This is an optimization exercise on Yosys and OpenROAD, whose aim is small area and a short achievable clock period, not a production implementation.
At most, simulation tests tie the RTL to the original design; equivalence was not proved.
The RTL of run 1 was laid out without a check of its function.
Power figures rest on the tool's default switching activity, not on a simulated workload.

## flow/design.v (module list and top-level ports; edited modules follow where they fit)
// module MAC: 1286 lines
module MAC #(parameter ABIT = 16, BBIT = 16, EBIT = 8)
(
	i_clk,
	i_a, i_b, i_loadVal,
	i_load, i_add, i_useMul,
	o_result
);
  // ...
==> flow/flow/run.sh <==
#!/bin/bash
set -euo pipefail
export BUFFER_PORTS_ARGS="-buffer_cell sky130_fd_sc_hd__buf_2"
export SYNTH_ARGS="-noabc"
export SETUP_SLACK_MARGIN=6.5
bash standard.sh > standard.log 2>&1
==> flow/standard.sh <==
#!/bin/bash
# synth_recipe.tcl (not shown) runs the flow's synth.tcl, then flattens the netlist and writes it again
# the make line also repeats each setting of config.mk as NAME=value (left out here)
make -C /OpenROAD-flow-scripts/flow DESIGN_CONFIG=/design/flow/config.mk WORK_HOME=/design/flow/orfs CLKGATE_MAP_FILE= SYNTH_SCRIPT=/design/flow/synth_recipe.tcl "${@:-finish}"
==> flow/config.mk <==
export PLATFORM = sky130hd
export DESIGN_NAME = MAC
export DESIGN_NICKNAME = MAC
export VERILOG_FILES = /design/flow/design.v
export SDC_FILE = /design/flow/constraint.sdc
export NUM_CORES = 4
export LEC_CHECK = 0
export CAP_MARGIN = 20
export CORE_MARGIN = 2
export CORE_UTILIZATION = 60
export CTS_BUF_LIST = sky130_fd_sc_hd__clkbuf_4 sky130_fd_sc_hd__clkbuf_8
export PLACE_DENSITY = 0.7
export SLEW_MARGIN = 20
==> flow/constraint.sdc <==
create_clock -name core_clock -period 12.0 [get_ports {i_clk}]
set_input_delay 2.4000 -clock core_clock [delete_from_list [all_inputs] [get_ports {i_clk}]]
set_output_delay 2.4000 -clock core_clock [all_outputs]
set_load 0.01 [all_outputs]
==> impl_metrics.yaml, run 1 <==
outcome:
  status: "no timing/DRC/antenna violations"
layout:
  fin_util_pct: 71.3
  fill_cells: 1367
  nMultiInputCombCells: 997
  seq_share_pct: 11.3
  nets: 1540
die:
  core_um2: 16700
  io_pins: 116
  start_util_pct: 61.7
timing:
  worst_pin_slew_ns: 0.799
  setup_viol: 0
  fmaxAchievable_ghz: 0.183
  hold_violations: 0
  hold_slack_ns: 0.656
synth:
  synth-main-ff-cell: "dfxtp_1"
  synth_compound_area_share_pct: 24.2
  synth_nets: 1474
route:
  drt_wl_total_um: 31100
  antenna_left: 0
clock_tree:
  cts_buffer_depth: 2
  hold_buffers: 0
critical_path:
  crit_start: "i_b[11]"
  cp.arrival_ns: 5.71
  cp_max_fo: 16
  r2r_start: "C[1]"
  crit_family: "adder cells"
  worst_path_most_repeated_cell: "fa_2"
global_route:
  antenna_found_initial: 0
  grt_use_met3_pct: 6.12
  grt_usage_pct: 34.3
  grt_max_degree: 44
hold_path:
  min_to: "S[0]"
power_and_ir_drop:
  p_sw_share_pct: 50.5
placed_design:
  io_buffers: 115
  hpwlAfterDp_um: 22600
==> inputs of run 2 (changes only) <==
--- a/flow/design.v
+++ b/flow/design.v
@@ -6,17 +6,17 @@
 	o_result
 );
 	input i_clk, i_load, i_add, i_useMul;
 	input signed [15:0] i_a;
 	input signed [15:0] i_b;
 	input signed [39:0] i_loadVal;
 	output signed [39:0] o_result;
   reg [39:0] S;
-  reg [26:0] C;   
+  reg [27:0] C;   
   wire one1;
   wire two2;
   wire neg3;
   wire x4;
   wire x5;
   wire x6;
   wire x7;
   wire x8;
@@ -1001,18 +1001,18 @@
   assign n354 = base308 ^ pp23 ^ pp59;
   assign n355 = (base308 & pp23) | (base308 & pp59) | (pp23 & pp59);
   assign n356 = n351 ^ n354 ^ n353;
   assign n357 = (n351 & n354) | (n351 & n353) | (n354 & n353);
   assign n358 = base309 ^ pp24 ^ pp60;
   assign n359 = (base309 & pp24) | (base309 & pp60) | (pp24 & pp60);
   assign n360 = pp96 ^ negc114 ^ n355;
   assign n361 = (pp96 & negc114) | (pp96 & n355) | (negc114 & n355);
-  assign n362 = n358 ^ n360 ^ n357;
-  assign n363 = (n358 & n360) | (n358 & n357) | (n360 & n357);
+  assign n362 = n358 ^ n360;
+  assign n363 = n358 & n360;
   assign n364 = base310 ^ pp25 ^ pp61;
   assign n365 = (base310 & pp25) | (base310 & pp61) | (pp25 & pp61);
   assign n366 = pp97 ^ n359 ^ n364;
   assign n367 = (pp97 & n359) | (pp97 & n364) | (n359 & n364);
   assign n368 = n361 ^ n366;
   assign n369 = n361 & n366;
   assign n370 = base311 ^ pp26 ^ pp62;
   assign n371 = (base311 & pp26) | (base311 & pp62) | (pp26 & pp62);
@@ -1273,14 +1273,217 @@
   assign n626 = ~(base334 ^ pp301);
   assign n627 = base334 | pp301;
   assign n628 = n626 ^ n623;
   assign n629 = n626 & n623;
   assign n630 = base335 ^ pp303 ^ n627;
   assign n631 = (base335 & pp303) | (base335 & n627) | (pp303 & n627);
   assign n632 = ~(base336 ^ n631);
   assign n633 = base336 | n631;
-  assign o_result = S + {1'b0, 1'b0, 1'b0, 1'b0, 1'b0, 1'b0, 1'b0, C[26], 1'b0, C[25], C[24], C[23], C[22], C[21], C[20], C[19], C[18], C[17], C[16], C[15], C[14], C[13], C[12], C[11], C[10], C[9], C[8], C[7], C[6], C[5], C[4], C[3], C[2], C[1], C[0], 1'b0, 1'b0, 1'b0, 1'b0, 1'b0};
+  wire [39:0] cy = {1'b0, 1'b0, 1'b0, 1'b0, 1'b0, 1'b0, 1'b0, C[27], 1'b0, C[26], C[25], C[24], C[23], C[22], C[21], C[20], C[19], C[18], C[17], C[16], C[15], C[14], C[13], C[12], C[11], C[10], C[9], C[8], C[7], C[6], C[5], C[4], C[3], C[2], C[1], C[0], 1'b0, 1'b0, 1'b0, 1'b0};
+  wire [39:0] pg_p = S ^ cy;
+  wire [39:0] pg_g = S & cy;
+  wire sg0_1 = pg_g[1] | (pg_p[1] & pg_g[0]);
+  wire sp0_1 = pg_p[1] & pg_p[0];
+  wire sg0_3 = pg_g[3] | (pg_p[3] & pg_g[2]);
+  wire sp0_3 = pg_p[3] & pg_p[2];
+  wire sg0_5 = pg_g[5] | (pg_p[5] & pg_g[4]);
+  wire sp0_5 = pg_p[5] & pg_p[4];
+  wire sg0_7 = pg_g[7] | (pg_p[7] & pg_g[6]);
+  wire sp0_7 = pg_p[7] & pg_p[6];
+  wire sg0_9 = pg_g[9] | (pg_p[9] & pg_g[8]);
+  wire sp0_9 = pg_p[9] & pg_p[8];
+  wire sg0_11 = pg_g[11] | (pg_p[11] & pg_g[10]);
+  wire sp0_11 = pg_p[11] & pg_p[10];
+  wire sg0_13 = pg_g[13] | (pg_p[13] & pg_g[12]);
+  wire sp0_13 = pg_p[13] & pg_p[12];
+  wire sg0_15 = pg_g[15] | (pg_p[15] & pg_g[14]);
+  wire sp0_15 = pg_p[15] & pg_p[14];
+  wire sg0_17 = pg_g[17] | (pg_p[17] & pg_g[16]);
+  wire sp0_17 = pg_p[17] & pg_p[16];
+  wire sg0_19 = pg_g[19] | (pg_p[19] & pg_g[18]);
+  wire sp0_19 = pg_p[19] & pg_p[18];
+  wire sg0_21 = pg_g[21] | (pg_p[21] & pg_g[20]);
+  wire sp0_21 = pg_p[21] & pg_p[20];
+  wire sg0_23 = pg_g[23] | (pg_p[23] & pg_g[22]);
+  wire sp0_23 = pg_p[23] & pg_p[22];
+  wire sg0_25 = pg_g[25] | (pg_p[25] & pg_g[24]);
+  wire sp0_25 = pg_p[25] & pg_p[24];
+  wire sg0_27 = pg_g[27] | (pg_p[27] & pg_g[26]);
+  wire sp0_27 = pg_p[27] & pg_p[26];
+  wire sg0_29 = pg_g[29] | (pg_p[29] & pg_g[28]);
+  wire sp0_29 = pg_p[29] & pg_p[28];
+  wire sg0_31 = pg_g[31] | (pg_p[31] & pg_g[30]);
+  wire sp0_31 = pg_p[31] & pg_p[30];
+  wire sg0_33 = pg_g[33] | (pg_p[33] & pg_g[32]);
+  wire sp0_33 = pg_p[33] & pg_p[32];
+  wire sg0_35 = pg_g[35] | (pg_p[35] & pg_g[34]);
+  wire sp0_35 = pg_p[35] & pg_p[34];
+  wire sg0_37 = pg_g[37] | (pg_p[37] & pg_g[36]);
+  wire sp0_37 = pg_p[37] & pg_p[36];
+  wire sg0_39 = pg_g[39] | (pg_p[39] & pg_g[38]);
+  wire sp0_39 = pg_p[39] & pg_p[38];
+  wire sg1_2 = pg_g[2] | (pg_p[2] & sg0_1);
+  wire sp1_2 = pg_p[2] & sp0_1;
+  wire sg1_3 = sg0_3 | (sp0_3 & sg0_1);
+  wire sp1_3 = sp0_3 & sp0_1;
+  wire sg1_6 = pg_g[6] | (pg_p[6] & sg0_5);
+  wire sp1_6 = pg_p[6] & sp0_5;
+  wire sg1_7 = sg0_7 | (sp0_7 & sg0_5);
+  wire sp1_7 = sp0_7 & sp0_5;
+  wire sg1_10 = pg_g[10] | (pg_p[10] & sg0_9);
+  wire sp1_10 = pg_p[10] & sp0_9;
+  wire sg1_11 = sg0_11 | (sp0_11 & sg0_9);
+  wire sp1_11 = sp0_11 & sp0_9;
+  wire sg1_14 = pg_g[14] | (pg_p[14] & sg0_13);
+  wire sp1_14 = pg_p[14] & sp0_13;
+  wire sg1_15 = sg0_15 | (sp0_15 & sg0_13);
+  wire sp1_15 = sp0_15 & sp0_13;
+  wire sg1_18 = pg_g[18] | (pg_p[18] & sg0_17);
+  wire sp1_18 = pg_p[18] & sp0_17;
+  wire sg1_19 = sg0_19 | (sp0_19 & sg0_17);
+  wire sp1_19 = sp0_19 & sp0_17;
+  wire sg1_22 = pg_g[22] | (pg_p[22] & sg0_21);
+  wire sp1_22 = pg_p[22] & sp0_21;
+  wire sg1_23 = sg0_23 | (sp0_23 & sg0_21);
+  wire sp1_23 = sp0_23 & sp0_21;
+  wire sg1_26 = pg_g[26] | (pg_p[26] & sg0_25);
+  wire sp1_26 = pg_p[26] & sp0_25;
+  wire sg1_27 = sg0_27 | (sp0_27 & sg0_25);
+  wire sp1_27 = sp0_27 & sp0_25;
+  wire sg1_30 = pg_g[30] | (pg_p[30] & sg0_29);
+  wire sp1_30 = pg_p[30] & sp0_29;
+  wire sg1_31 = sg0_31 | (sp0_31 & sg0_29);
+  wire sp1_31 = sp0_31 & sp0_29;
+  wire sg1_34 = pg_g[34] | (pg_p[34] & sg0_33);
+  wire sp1_34 = pg_p[34] & sp0_33;
+  wire sg1_35 = sg0_35 | (sp0_35 & sg0_33);
+  wire sp1_35 = sp0_35 & sp0_33;
+  wire sg1_38 = pg_g[38] | (pg_p[38] & sg0_37);
+  wire sp1_38 = pg_p[38] & sp0_37;
+  wire sg1_39 = sg0_39 | (sp0_39 & sg0_37);
+  wire sp1_39 = sp0_39 & sp0_37;
+  wire sg2_4 = pg_g[4] | (pg_p[4] & sg1_3);
+  wire sp2_4 = pg_p[4] & sp1_3;
+  wire sg2_5 = sg0_5 | (sp0_5 & sg1_3);
+  wire sp2_5 = sp0_5 & sp1_3;
+  wire sg2_6 = sg1_6 | (sp1_6 & sg1_3);
+  wire sp2_6 = sp1_6 & sp1_3;
+  wire sg2_7 = sg1_7 | (sp1_7 & sg1_3);
+  wire sp2_7 = sp1_7 & sp1_3;
+  wire sg2_12 = pg_g[12] | (pg_p[12] & sg1_11);
+  wire sp2_12 = pg_p[12] & sp1_11;
+  wire sg2_13 = sg0_13 | (sp0_13 & sg1_11);
+  wire sp2_13 = sp0_13 & sp1_11;
+  wire sg2_14 = sg1_14 | (sp1_14 & sg1_11);
+  wire sp2_14 = sp1_14 & sp1_11;
+  wire sg2_15 = sg1_15 | (sp1_15 & sg1_11);
+  wire sp2_15 = sp1_15 & sp1_11;
+  wire sg2_20 = pg_g[20] | (pg_p[20] & sg1_19);
+  wire sp2_20 = pg_p[20] & sp1_19;
+  wire sg2_21 = sg0_21 | (sp0_21 & sg1_19);
+  wire sp2_21 = sp0_21 & sp1_19;
+  wire sg2_22 = sg1_22 | (sp1_22 & sg1_19);
+  wire sp2_22 = sp1_22 & sp1_19;
+  wire sg2_23 = sg1_23 | (sp1_23 & sg1_19);
+  wire sp2_23 = sp1_23 & sp1_19;
+  wire sg2_28 = pg_g[28] | (pg_p[28] & sg1_27);
+  wire sp2_28 = pg_p[28] & sp1_27;
+  wire sg2_29 = sg0_29 | (sp0_29 & sg1_27);
+  wire sp2_29 = sp0_29 & sp1_27;
+  wire sg2_30 = sg1_30 | (sp1_30 & sg1_27);
+  wire sp2_30 = sp1_30 & sp1_27;
+  wire sg2_31 = sg1_31 | (sp1_31 & sg1_27);
+  wire sp2_31 = sp1_31 & sp1_27;
+  wire sg2_36 = pg_g[36] | (pg_p[36] & sg1_35);
+  wire sp2_36 = pg_p[36] & sp1_35;
+  wire sg2_37 = sg0_37 | (sp0_37 & sg1_35);
+  wire sp2_37 = sp0_37 & sp1_35;
+  wire sg2_38 = sg1_38 | (sp1_38 & sg1_35);
+  wire sp2_38 = sp1_38 & sp1_35;
+  wire sg2_39 = sg1_39 | (sp1_39 & sg1_35);
+  wire sp2_39 = sp1_39 & sp1_35;
+  wire sg3_8 = pg_g[8] | (pg_p[8] & sg2_7);
+  wire sp3_8 = pg_p[8] & sp2_7;
+  wire sg3_9 = sg0_9 | (sp0_9 & sg2_7);
+  wire sp3_9 = sp0_9 & sp2_7;
+  wire sg3_10 = sg1_10 | (sp1_10 & sg2_7);
+  wire sp3_10 = sp1_10 & sp2_7;
+  wire sg3_11 = sg1_11 | (sp1_11 & sg2_7);
+  wire sp3_11 = sp1_11 & sp2_7;
+  wire sg3_12 = sg2_12 | (sp2_12 & sg2_7);
+  wire sp3_12 = sp2_12 & sp2_7;
+  wire sg3_13 = sg2_13 | (sp2_13 & sg2_7);
+  wire sp3_13 = sp2_13 & sp2_7;
+  wire sg3_14 = sg2_14 | (sp2_14 & sg2_7);
+  wire sp3_14 = sp2_14 & sp2_7;
+  wire sg3_15 = sg2_15 | (sp2_15 & sg2_7);
+  wire sp3_15 = sp2_15 & sp2_7;
+  wire sg3_24 = pg_g[24] | (pg_p[24] & sg2_23);
+  wire sp3_24 = pg_p[24] & sp2_23;
+  wire sg3_25 = sg0_25 | (sp0_25 & sg2_23);
+  wire sp3_25 = sp0_25 & sp2_23;
+  wire sg3_26 = sg1_26 | (sp1_26 & sg2_23);
+  wire sp3_26 = sp1_26 & sp2_23;
+  wire sg3_27 = sg1_27 | (sp1_27 & sg2_23);
+  wire sp3_27 = sp1_27 & sp2_23;
+  wire sg3_28 = sg2_28 | (sp2_28 & sg2_23);
+  wire sp3_28 = sp2_28 & sp2_23;
+  wire sg3_29 = sg2_29 | (sp2_29 & sg2_23);
+  wire sp3_29 = sp2_29 & sp2_23;
+  wire sg3_30 = sg2_30 | (sp2_30 & sg2_23);
+  wire sp3_30 = sp2_30 & sp2_23;
+  wire sg3_31 = sg2_31 | (sp2_31 & sg2_23);
+  wire sp3_31 = sp2_31 & sp2_23;
+  wire sg4_16 = pg_g[16] | (pg_p[16] & sg3_15);
+  wire sp4_16 = pg_p[16] & sp3_15;
+  wire sg4_17 = sg0_17 | (sp0_17 & sg3_15);
+  wire sp4_17 = sp0_17 & sp3_15;
+  wire sg4_18 = sg1_18 | (sp1_18 & sg3_15);
+  wire sp4_18 = sp1_18 & sp3_15;
+  wire sg4_19 = sg1_19 | (sp1_19 & sg3_15);
+  wire sp4_19 = sp1_19 & sp3_15;
+  wire sg4_20 = sg2_20 | (sp2_20 & sg3_15);
+  wire sp4_20 = sp2_20 & sp3_15;
+  wire sg4_21 = sg2_21 | (sp2_21 & sg3_15);
+  wire sp4_21 = sp2_21 & sp3_15;
+  wire sg4_22 = sg2_22 | (sp2_22 & sg3_15);
+  wire sp4_22 = sp2_22 & sp3_15;
+  wire sg4_23 = sg2_23 | (sp2_23 & sg3_15);
+  wire sp4_23 = sp2_23 & sp3_15;
+  wire sg4_24 = sg3_24 | (sp3_24 & sg3_15);
+  wire sp4_24 = sp3_24 & sp3_15;
+  wire sg4_25 = sg3_25 | (sp3_25 & sg3_15);
+  wire sp4_25 = sp3_25 & sp3_15;
+  wire sg4_26 = sg3_26 | (sp3_26 & sg3_15);
+  wire sp4_26 = sp3_26 & sp3_15;
+  wire sg4_27 = sg3_27 | (sp3_27 & sg3_15);
+  wire sp4_27 = sp3_27 & sp3_15;
+  wire sg4_28 = sg3_28 | (sp3_28 & sg3_15);
+  wire sp4_28 = sp3_28 & sp3_15;
+  wire sg4_29 = sg3_29 | (sp3_29 & sg3_15);
+  wire sp4_29 = sp3_29 & sp3_15;
+  wire sg4_30 = sg3_30 | (sp3_30 & sg3_15);
+  wire sp4_30 = sp3_30 & sp3_15;
+  wire sg4_31 = sg3_31 | (sp3_31 & sg3_15);
+  wire sp4_31 = sp3_31 & sp3_15;
+  wire sg5_32 = pg_g[32] | (pg_p[32] & sg4_31);
+  wire sp5_32 = pg_p[32] & sp4_31;
+  wire sg5_33 = sg0_33 | (sp0_33 & sg4_31);
+  wire sp5_33 = sp0_33 & sp4_31;
+  wire sg5_34 = sg1_34 | (sp1_34 & sg4_31);
+  wire sp5_34 = sp1_34 & sp4_31;
+  wire sg5_35 = sg1_35 | (sp1_35 & sg4_31);
+  wire sp5_35 = sp1_35 & sp4_31;
+  wire sg5_36 = sg2_36 | (sp2_36 & sg4_31);
+  wire sp5_36 = sp2_36 & sp4_31;
+  wire sg5_37 = sg2_37 | (sp2_37 & sg4_31);
+  wire sp5_37 = sp2_37 & sp4_31;
+  wire sg5_38 = sg2_38 | (sp2_38 & sg4_31);
+  wire sp5_38 = sp2_38 & sp4_31;
+  wire sg5_39 = sg2_39 | (sp2_39 & sg4_31);
+  wire sp5_39 = sp2_39 & sp4_31;
+  assign o_result = {(pg_p[39] ^ sg5_38), (pg_p[38] ^ sg5_37), (pg_p[37] ^ sg5_36), (pg_p[36] ^ sg5_35), (pg_p[35] ^ sg5_34), (pg_p[34] ^ sg5_33), (pg_p[33] ^ sg5_32), (pg_p[32] ^ sg4_31), (pg_p[31] ^ sg4_30), (pg_p[30] ^ sg4_29), (pg_p[29] ^ sg4_28), (pg_p[28] ^ sg4_27), (pg_p[27] ^ sg4_26), (pg_p[26] ^ sg4_25), (pg_p[25] ^ sg4_24), (pg_p[24] ^ sg4_23), (pg_p[23] ^ sg4_22), (pg_p[22] ^ sg4_21), (pg_p[21] ^ sg4_20), (pg_p[20] ^ sg4_19), (pg_p[19] ^ sg4_18), (pg_p[18] ^ sg4_17), (pg_p[17] ^ sg4_16), (pg_p[16] ^ sg3_15), (pg_p[15] ^ sg3_14), (pg_p[14] ^ sg3_13), (pg_p[13] ^ sg3_12), (pg_p[12] ^ sg3_11), (pg_p[11] ^ sg3_10), (pg_p[10] ^ sg3_9), (pg_p[9] ^ sg3_8), (pg_p[8] ^ sg2_7), (pg_p[7] ^ sg2_6), (pg_p[6] ^ sg2_5), (pg_p[5] ^ sg2_4), (pg_p[4] ^ sg1_3), (pg_p[3] ^ sg1_2), (pg_p[2] ^ sg0_1), (pg_p[1] ^ pg_g[0]), (pg_p[0])};
   always @(posedge i_clk) begin
-    S <= {btop345[7], btop345[6], btop345[5], btop345[4], btop345[3], btop345[2], btop345[1], btop345[0], n632, n629, n628, n621, n620, n609, n608, n593, n592, n573, n572, n549, n535, n521, n505, n489, n473, n457, n443, n429, n426, n405, n395, n392, n382, n369, n368, n362, n356, n352, n348, n346};
-    C <= {n633, n630, n625, n624, n615, n614, n601, n600, n583, n582, n561, n560, n548, n534, n520, n504, n488, n472, n456, n442, n428, n416, n404, n394, n384, n376, n363};
+    S <= {btop345[7], btop345[6], btop345[5], btop345[4], btop345[3], btop345[2], btop345[1], btop345[0], n632, n629, n628, n621, n620, n609, n608, n593, n592, n573, n572, n549, n535, n521, n505, n489, n473, n457, n443, n429, n426, n405, n395, n392, n382, n369, n363, n362, n356, n352, n348, n346};
+    C <= {n633, n630, n625, n624, n615, n614, n601, n600, n583, n582, n561, n560, n548, n534, n520, n504, n488, n472, n456, n442, n428, n416, n404, n394, n384, n376, n368, n357};
   end
 endmodule
==> flow/flow/run.sh (replaced) <==
#!/bin/bash
set -euo pipefail
export BUFFER_PORTS_ARGS="-buffer_cell sky130_fd_sc_hd__buf_2"
export SETUP_SLACK_MARGIN=6.5
bash standard.sh > standard.log 2>&1
==> run 2 against run 1 <==
  * Still clean on timing, DRC and antenna
  * Worst hold slack improved by 0.040 ns
  * Global-route usage decreased by 2.8 points
  * Total power decreased by 7.0%
  * Register-to-register slack got worse by 0.18 ns
  * Synthesized cell count decreased by 12%
==> impl_metrics.yaml, run 2 <==
outcome:
  status: "no timing/DRC/antenna violations"
die:
  rows: 46
  core_um2: 15800
  start_util_pct: 60.9
  die_x_um: 131
  die_y_um: 131
  die_area_um2: 17000
  io_pins: 116
critical_path:
  slowest_delay_ns: 0.44
  crit_start: "C[0]"
  endpoint: "o_result[32]"
  path_class: "register to primary output"
  r2r_start: "C[0]"
  rr_worst_depth: 18
  r2r-end: "C[16]"
  cp.arrival_ns: 3.17
  cp_max_fo: 5
  start_kind: "register"
  crit_required_ns: 9.60
  crit_chain: "ha_4, fa_2, a211oi_2, o21ai_2, a22o_1, a21o_4, a21o_4, a21o_1, nand2_2, fa_2, inv_2, buf_6"
  cp-end-kind: "primary output"
  worst_path_max_delay_cell: "fa_2"
  rrSetupSlack_ns: 7.11
route:
  drc: 0
  drt_wl_total_um: 26900
  route.vias.total: 8207
  antenna_left: 0
  detail_route.iter0.violations: 759
  via_per_inst: 5.80
  wire_per_inst_um: 19.0
  drtPass1Iterations: 6
global_route:
  met1_usage_pct: 47.4
  grt_pass1_vias: 7662
  grt_pass1_wl_um: 40600
  grt-ovfl-total: 0
  grt_use_met3_pct: 6.68
  gr-usage-met2_pct: 47.0
  antenna_found_initial: 0
  grt_max_degree: 48
  grt_busiest_layer: "met1"
  grt_usage_pct: 31.5
power_and_ir_drop:
  p_clk_share_pct: 7.3
  net-switching-power_mw: 1.44
  power_frac_seq_pct: 14.2
  p_sw_share_pct: 48.5
  p_leak_nw: 5.30
  ir_drop_v: 0.000209
  p_int_mw: 1.54
  power.density_nw_per_um2: 253
  pwr-share-comb_pct: 78.5
synth:
  ys_seq_elements: 68
  synth.most_common_cell: "inv_1"
  synth_top_cell_by_area: "fa_1"
  syn_area_um2: 9600
  synth.top_cell.area_share_pct: 25.2
  synth_commonest_cells: "inv_1 (129), fa_1 (121), xnor2_1 (94)"
  yosys_warnings: 1
  synth-edff-count: 0
  yosysSeqAreaShare_pct: 14.2
  synth_nets: 1328
  syn_area_per_cell_um2: 8.93
  synth-main-ff-cell: "dfxtp_1"
  synth_area_leaders: "fa_1 (25%), dfxtp_1 (14%), xnor2_1 (8.6%)"
  synth-async-reset-ratio_pct: 0
  synth.distinct_cells: 57
  syn_inst: 1075
timing:
  setup_viol: 0
  timing.setup.tns_ns: 0
  slew_viol_final: 0
  layout_min_cycle_time_ns: 5.57
  hold_slack_ns: 0.696
  rsz0062_at_grt: "true"
  hold_violations: 0
  layout_setup_ws_ns: 6.43
  fmaxAchievable_ghz: 0.179
  period_share_pct: 46.4
  fin_worst_skew_ns: 0.0137
  worst_pin_slew_ns: 0.575
  relSlewSlack_pct: 61.3
layout:
  syn2layout_area_growth_pct: 22.7
  top_register: "S"
  final_cell_mix: "inv_1 (124), buf_2 (105), fa_1 (102), xnor2_1 (81), nand2_1 (77)"
  largest_registers: "S (40), C (28)"
  design_area_um2: 11800
  nets: 1447
  drive_gt1_share_pct: 27.4
  fin_util_pct: 74.7
  n_antenna_cell: 0
  final_common_cell: "inv_1"
  largest_register_ffs: 40
clock_tree:
  cts_buffers: 9
  cts_sinks: 68
  clk_latency_ns: 0.37
  clockRootBuffer: "clkbuf_8"
  cts_htree_levels: 3
  cts_tree: "built"
  cts_buffer_depth: 2
  clk_pin_slew_ns: 0.08
placed_design:
  gp_congestion: 0.979
  placed_area_um2: 10400
  dpl_worst_slack_ns: 5.58
  hpwlAfterDp_um: 19700
  io_buffers: 115
hold_path:
  min_path_type: "register to register"
run:
  maxCapViolCount: 0
==> run 2: changes by cell type after synthesis, sizes merged, moves of 10 or more <==
cell	delta
a22oi	-33
xor2	+24
nor2b	-11
clkbuf	-33
nor2	-66
xnor2	+10
o22ai	-71
a22o	+10
buf	-11
inv	+81
a21oi	-61
a221oi	+10
==> run 2: power groups by stage <==
stage	registers (mW)	logic (mW)	clock network (mW)
finish	0.423	2.34	0.218
detailed placement	0.426	2.13	0
floorplan	0.415	1.56	0
global placement	0.424	2.05	0
CTS	0.422	2.23	0.223
global route	0.435	2.69	0.234
==> run 2: metal layers <==
metal	wire length, um	vias to the layer above
met2	11800	402
met4	672	0
met5	0	-
met3	2480	66
li1	-	3817
met1	11900	3922
==> run 2: area by class of cell <==
type | count | area, um2
Sequential cell | 68 | 1360
Timing Repair Buffer | 178 | 1280
Fill cell | 1216 | 3990
Inverter | 130 | 494
Clock inverter | 6 | 86.3
Clock buffer | 10 | 138
Multi-Input combinational cell | 807 | 8150
Tap cell | 216 | 270
==> run 2: worst min path at each step <==
stage / startpoint / endpoint / slack (ns) / depth (start not counted)
final: S[39] / S[39] / 0.70 / 3
after global routing: S[39] / S[39] / 0.76 / 3
after CTS: S[39] / S[39] / 0.70 / 3
after detailed placement: S[39] / S[39] / 0.68 / 3
after global placement: S[39] / S[39] / 0.67 / 3
after floorplan: S[39] / S[39] / 0.72 / 3
==> run 2: stage by stage <==
step                power, mW  instances
finish                   2.98       1415
global route             3.36       1415
CTS                      2.88       1390
detailed placement       2.55       1337
global placement         2.47       1337
floorplan                1.98       1075
==> run 2: critical path, delay by kind of cell, from the launching register on <==
family | cells | cell delay [ns]
AO/OA/AOI/OAI | 6 | 1.27
adder cells (fa/ha/maj) | 3 | 0.95
buffers and inverters | 2 | 0.16
flip-flops | 1 | 0.33
AND/OR/NAND/NOR | 1 | 0.07
==> run 2: kinds of logic (layout without fill, tap and decap cells) <==
group	count (synthesis)	count (layout)	share of synthesized area (%)
AOI/OAI and AO/OA	246	246	17.4
xor gates and xnor gates	169	169	15.4
adders and majority gates	177	177	32.5
buffers and inverters	202	324	8.08
DFF	68	68	14.2
muxes	34	34	3.71
and+or+nand+nor	179	181	8.69
==> run 2: repair_timing <==
item                       CTS  global route
resized for setup           48            95
gates cloned                 1             5
hold buffers                 0             0
pin swaps                   11            24
setup buffers               36            20
setup endpoints to repair   53            35
==> inputs of run 3 (changes only) <==
==> flow/flow/run.sh (replaced) <==
#!/bin/bash
set -euo pipefail
export BUFFER_PORTS_ARGS="-buffer_cell sky130_fd_sc_hd__buf_2"
export SYNTH_ARGS="-noabc"
export SETUP_SLACK_MARGIN=6.5
bash standard.sh > standard.log 2>&1
==> run 3 against run 2 <==
  * Still clean
  * Synthesized cell count increased by 12%
  * Clock-buffer cell count decreased by 1
  * Largest cell class unchanged
  * Clock skew increased by 0.0054 ns
  * Total power increased by 8.1%
  * First-iteration DRC count increased by 90%
  * Non-clock buffer count increased by 11
  * Worst setup slack improved by 0.13 ns
  * Flip-flop and latch count unchanged
==> impl_metrics.yaml, run 3 <==
synth:
  syn_area_per_cell_um2: 8.46
  synth.distinct_cells: 56
  synth-edff-count: 0
  syn_inst: 1209
  syn_area_um2: 10200
  synth_commonest_cells: "a22oi_1 (122), fa_1 (121), nor2_1 (116)"
  synth_nets: 1462
  synth-async-reset-ratio_pct: 0
  yosysSeqAreaShare_pct: 13.3
  yosys_warnings: 1
  synth.most_common_cell: "a22oi_1"
  synth_area_leaders: "fa_1 (24%), dfxtp_1 (13%), a22oi_1 (9.0%)"
  synth-main-ff-cell: "dfxtp_1"
  synth_top_cell_by_area: "fa_1"
  ys_seq_elements: 68
  synth.top_cell.area_share_pct: 23.7
power_and_ir_drop:
  power.density_nw_per_um2: 265
  p_leak_nw: 5.01
  p_clk_share_pct: 6.6
  net-switching-power_mw: 1.56
  ir_drop_v: 0.000234
  p_sw_share_pct: 48.5
  power_frac_seq_pct: 13.8
  power.total_mw: 3.22
  pwr-share-comb_pct: 79.6
  p_int_mw: 1.66
die:
  die_x_um: 135
  start_util_pct: 61.4
  die_y_um: 135
  die_area_um2: 18100
  io_pins: 116
  rows: 47
  core_um2: 16600
critical_path:
  cp-end-kind: "register"
  path_class: "input pin to register"
  cp.arrival_ns: 5.68
  start_kind: "input pin"
  crit_required_ns: 12.24
  rrSetupSlack_ns: 7.20
  cp_max_fo: 12
clock_tree:
  clk_latency_ns: 0.37
  cts_sinks: 68
  cts_tree: "built"
  cts_buffer_depth: 2
  clk_pin_slew_ns: 0.09
  cts_htree_levels: 3
  cts_buffers: 9
  clockRootBuffer: "clkbuf_8"
  hold_buffers: 0
timing:
  period_share_pct: 45.3
  relSlewSlack_pct: 46.7
  worst_pin_slew_ns: 0.791
  layout_min_cycle_time_ns: 5.44
  layout_setup_ws_ns: 6.56
  fmaxAchievable_ghz: 0.184
  hold_slack_ns: 0.658
  fin_worst_skew_ns: 0.0191
  setup_viol: 0
  hold_violations: 0
  slew_viol_final: 0
  rsz0062_at_grt: "true"
  timing.setup.tns_ns: 0
placed_design:
  placed_area_um2: 10800
  io_buffers: 115
  dpl_worst_slack_ns: 5.35
  hpwlAfterDp_um: 21900
  gp_congestion: 0.928
layout:
  design_area_um2: 12100
  largest_registers: "S (40), C (28)"
  final_cell_mix: "a22oi_1 (116), nor2_1 (113), buf_2 (104), o22ai_1 (103), a21oi_1 (100)"
  drive_gt1_share_pct: 27.8
  syn2layout_area_growth_pct: 18.7
  nets: 1536
  n_antenna_cell: 0
  largest_register_ffs: 40
  final_common_cell: "a22oi_1"
  top_register: "S"
outcome:
  status: "no timing/DRC/antenna violations"
route:
  route.vias.total: 9846
  detail_route.iter0.violations: 1444
  drc: 0
  antenna_left: 0
  via_per_inst: 6.53
  drt_wl_total_um: 32000
  drtPass1Iterations: 9
  wire_per_inst_um: 21.2
run:
  maxCapViolCount: 0
global_route:
  grt-ovfl-total: 0
  antenna_found_initial: 0
  grt_max_degree: 50
  grt_usage_pct: 34.5
  grt_pass1_wl_um: 48400
  grt_pass1_vias: 8778
hold_path:
  min_path_type: "register to register"
==> run 3: cell count changes after synthesis, sizes merged, moves of 12 or more <==
cell | previous run | this run
xor2 | 75 | 54
a21oi | 44 | 118
clkbuf | 52 | 113
nor2b | 8 | 20
nand2 | 85 | 48
inv | 129 | 43
xnor2 | 94 | 34
nor2 | 38 | 116
a22oi | 44 | 122
o22ai | 26 | 105
nand3 | 6 | 18
==> run 3: worst paths after layout <==
path | startpoint | endpoint | depth (start not counted)
setup / recovery | i_b[4] | C[16] | 12
hold / removal | S[0] | S[0] | 2
setup reg to reg | C[0] | C[16] | 17
hold reg to reg | S[0] | S[0] | 2
==> run 3: layer usage <==
layer	routed length (um)	global-route usage (%)	vias to the layer above
li1	-	-	4459
met1	12300	47.3	4611
met2	14400	53.8	653
met3	3530	6.27	123
met4	1740	15.0	0
met5	0	0	-
==> run 3: final cells by class <==
class	count	area, um2
multi-input cells	972	8850
fillers	1312	4500
flip-flops and latches	68	1360
repair buffers	189	1280
well taps	220	275
inverters	43	161
clock buffers	9	124
clock inverters	6	88.8
==> run 3: cell families (layout without fill, tap and decap cells) <==
| logic type | count (synthesis) | after routing | share of synthesized area, % |
|---|---|---|---|
| AO/OA/AOI/OAI | 414 | 414 | 26.3 |
| XOR/XNOR | 88 | 90 | 7.68 |
| adder cells (fa/ha/maj) | 177 | 177 | 30.5 |
| buffers and inverters | 174 | 247 | 6.61 |
| flip-flops | 68 | 68 | 13.3 |
| multiplexers | 39 | 39 | 4.14 |
| AND/OR/NAND/NOR | 249 | 252 | 11.4 |
==> run 3: critical path, cell delays in order <==
cell	delay, ns
buf_2	0.15
xor2_2	0.26
and2_4	0.30
a22oi_1	0.11
nand2_1	0.09
o21ai_0	0.12
ha_1	0.31
inv_1	0.04
fa_1	0.40
fa_1	0.57
fa_1	0.43
fa_1	0.47
==> run 3: through the flow <==
step | instances | utilization [%]
after floorplan | 1209 | -
final | 1507 | 73.0
after CTS | 1453 | 68.4
after detailed placement | 1420 | 65.2
after global placement | 1420 | 65.2
after global routing | 1507 | 73.0
==> run 3: repair_timing <==
action                     in CTS  in global routing
setup buffers                  16                 50
cloned                          2                  4
resized for setup              50                 82
setup endpoints to repair      47                 28
pin swaps                      10                 36
==> run 3: power groups by stage <==
stage	clock network, mW	registers (mW)	logic [mW]
2_1_floorplan	0	0.437	1.78
3_3_place_gp	0	0.447	2.37
6_report	0.212	0.445	2.57
4_1_cts	0.218	0.444	2.52
3_5_place_dp	0	0.449	2.47
5_1_grt	0.228	0.457	2.95

## static timing again, ports no longer ideal
In the flow no input, the clock included, has a driving cell. The finished layouts below were timed again as built, in two steps. Step 1: set_driving_cell puts a clkbuf_16 on i_clk and a buf_2 on each other input, an assumption about the parent block. Step 2 moves the port delays by t, midway between the first and last clock arrival at a register: inputs arrive t later, outputs are due t later. That takes back most of the time a late clock gives input paths. Slacks: ideal / step 1 / step 2; pairs: ideal / step 1.
run | t, ns | setup slack, ns | slew at the worst register clock pin (ns) | cell pins on the clock port's net
run 1 | 0.398 | 6.528 / 6.520 / 6.122 | 0.08 / 0.08 | 1
run 2 | 0.403 | 6.427 / 6.390 / 6.117 | 0.08 / 0.08 | 1
run 3 | 0.398 | 6.560 / 6.513 / 6.114 | 0.09 / 0.09 | 1
After both steps every run listed still meets setup and hold. The setup slack of run 3, which loses most, moves by -0.047 ns with the drivers and by -0.446 ns with both steps.
